Background: an optimization exercise with open tools, aiming at small area. Do not read the settings as production practice. Function was checked by simulation only, so behaviour that the tests miss may differ from the original. No activity file was given, so power comes from the tool's default toggle rates.

Setup of run C:
## cpu8
module cpu8(
	input clk,
	input rst,                  
	output [7:0] imem_addr,     
	input [15:0] imem_data,     
	output [7:0] dmem_addr,
	output [7:0] dmem_wdata,
	output dmem_we,
	input [7:0] dmem_rdata,     
	input [7:0] dip,            
	output [7:0] result         
	);
wire [15:0] i = imem_data;
wire       msb = i[15];
wire [3:0] a1  = i[14:11];
wire [4:0] lo  = i[10:6];       
wire [2:0] in1 = i[5:3];
wire [2:0] in2 = i[2:0];
wire [2:0] ls  = i[10:8];
wire [7:0] imm = i[7:0];
wire a1_0 = (a1 == 4'd0);
wire a1_6 = (a1 == 4'd6);
wire a1_8 = (a1 == 4'd8);
wire a1_9 = (a1 == 4'd9);
wire ldsel = a1_6 | (a1 == 4'd7) | a1_9;
wire isLoad  = msb & ldsel;
wire isStore = msb & a1_8;
wire isJump  = msb & ~a1[3] & ~(a1[2] & a1[1]);
wire [31:0] lod = 32'd1 << lo;
wire [31:0] opd = a1_0 ? lod : 32'd0;
wire op_196  = a1_6 & lod[4];
wire sel_sum = opd[1] | opd[3] | opd[15] | opd[16];
wire sel_p   = opd[4] | opd[5] | opd[8] | opd[18];
wire sel_g   = opd[2] | opd[4];
wire sel_b   = opd[6];
wire sel_d1  = opd[20] | op_196;
wire sel_sh  = opd[9] | opd[10] | opd[11] | opd[12] | opd[13] | opd[14];
wire op_shr  = opd[9] | opd[10];
wire op_shl  = opd[11] | opd[12];
wire op_rot  = opd[13] | opd[14];
wire known   = opd[0] | sel_sum | sel_p | sel_g | sel_b | sel_d1 | sel_sh;
wire sel_3   = ~known;
wire rw = ldsel | (opd[1] | opd[2] | opd[3] | opd[4] | opd[5] | opd[6] | opd[8]
                   | sel_sh | opd[15] | opd[16] | opd[20]);
reg [63:0] rf;                  
wire [2:0] raad = a1[3] ? ls : in1;
wire [7:0] d1 = rf[8*raad +: 8];
wire [7:0] rb = rf[8*in2 +: 8];
wire use_b = ~lo[3] & (~lo[4] | lo[2]);
  ...
Size in the first run: roughly 590 cells after synthesis, ~76 flip-flops.
clock: 7.0 ns
lec_check: 0
abc_area: 1
cap_margin: 20
core_margin: 2
core_utilization: 50
gpl_timing_driven: 1
slew_margin: 20
standard.sh (not shown) runs the stock make flow with config.mk's settings and CLKGATE_MAP_FILE= SYNTH_SCRIPT=/design/flow/synth_recipe.tcl, a recipe that flattens the netlist after the stock synthesis.
==> flow/flow/run.sh <==
#!/bin/bash
# ORFS layout (the standard.sh) with these changes:
#  - synthesis maps with an area-only ABC script (flow/abc.script) and
#    leaves adders as plain gates (no full-adder cell extraction);
#  - ports get minimum-size buffers (buf_1);
#  - CTS uses clkbuf_8 and no dummy loads;
#  - after global routing, gates with positive slack are downsized
#    (RECOVER_POWER), then repair_design fixes any slew/cap limit.
set -uo pipefail
rm -rf scripts_mod
cp -r "$FLOW_HOME/scripts" scripts_mod
cp flow/abc.script scripts_mod/abc_area.script
python3 - <<'PY'
p = 'scripts_mod/util.tcl'
s = open(p).read()
old = """  log_cmd repair_timing {*}$additional_args
  report_tns
  report_wns
  report_power
}"""
new = """  log_cmd repair_timing {*}$additional_args
  repair_design_helper
  log_cmd detailed_placement
  report_tns
  report_wns
  report_power
}"""
assert s.count(old) == 1
open(p, 'w').write(s.replace(old, new))
PY
bash standard.sh SCRIPTS_DIR="$PWD/scripts_mod" ABC_AREA=1 ADDER_MAP_FILE= RECOVER_POWER=100 GPL_KEEP_OVERFLOW=0 \
  "BUFFER_PORTS_ARGS=-buffer_cell sky130_fd_sc_hd__buf_1" \
  "CTS_ARGS=-sink_clustering_enable -repair_clock_nets -buf_list sky130_fd_sc_hd__clkbuf_8 -dont_use_dummy_load" \
  finish > standard.log 2>&1
==> flow/flow/abc.script <==
strash
dch
amap
Input-level comparison between run R and run C:
-- flow/flow/run.sh --
<<< run C, line 30
PY
bash standard.sh SCRIPTS_DIR="$PWD/scripts_mod" ABC_AREA=1 ADDER_MAP_FILE= RECOVER_POWER=100 GPL_KEEP_OVERFLOW=0 \
  "BUFFER_PORTS_ARGS=-buffer_cell sky130_fd_sc_hd__buf_1" \
>>> run R, line 30
PY
bash standard.sh "MIN_BUF_CELL_AND_PORTS=sky130_fd_sc_hd__buf_1 A X" SCRIPTS_DIR="$PWD/scripts_mod" ABC_AREA=1 ADDER_MAP_FILE= RECOVER_POWER=100 \
  "BUFFER_PORTS_ARGS=-buffer_cell sky130_fd_sc_hd__buf_1" \
Notes after the runs:
- Sort run R and run C by sequential share of layout area, descending, and run R comes first.
- Changes observed in run R relative to run C: complex-gate fraction of the synthesized area went up by 0.22 points, number of standard cells in the layout, taps in and fillers out went up by 29, worst slew margin relative to its limit was more or less identical.
- Of run R and run C, the run reporting the higher buffer count from post-CTS setup fixing was run C.
- From run C to run R the numbers moved as follows: worst setup slack after placement higher, total power after layout went down.
- Run R falls short of run C in global-route wire length before repair.
- Run R — final critical delay including setup and external delays 13 ps higher, run C as reference
- Run R gives less number of cells on the worst hold path than run C did.
- Relative contribution of the clock network to total power: run R vs run C down 0.5 points

==> separate check: timing with driven ports <==
No port has a modelled driver above. Below, the same layouts with a new extraction and two added sets of constraints.
Step 1 assumes that a clkbuf_16 drives the clock port and a buf_2 every other input.
Step 2 adds t to the input delays and takes it off the output delays; t is the mean of the earliest and latest rising clock arrival at the registers after step 1. Input paths then give back, and output paths get back, about the clock's delay inside the block.
Three values: no drivers, after step 1, after step 2; two values: the first two.
| run | shift t [ns] | setup slack, ns | clock arrival spread, ns | pins driven straight from the clock port |
|---|---|---|---|---|
| run C | 0.384 | 0.255 / 0.230 / 0.230 | 0.025 / 0.026 | 1 |
| run R | 0.366 | 0.241 / 0.209 / 0.209 | 0.032 / 0.032 | 1 |
After both steps setup and hold are still met in every run listed. For run R, which loses most, drivers alone change the setup slack by -0.032 ns; drivers and shift together by -0.032 ns.
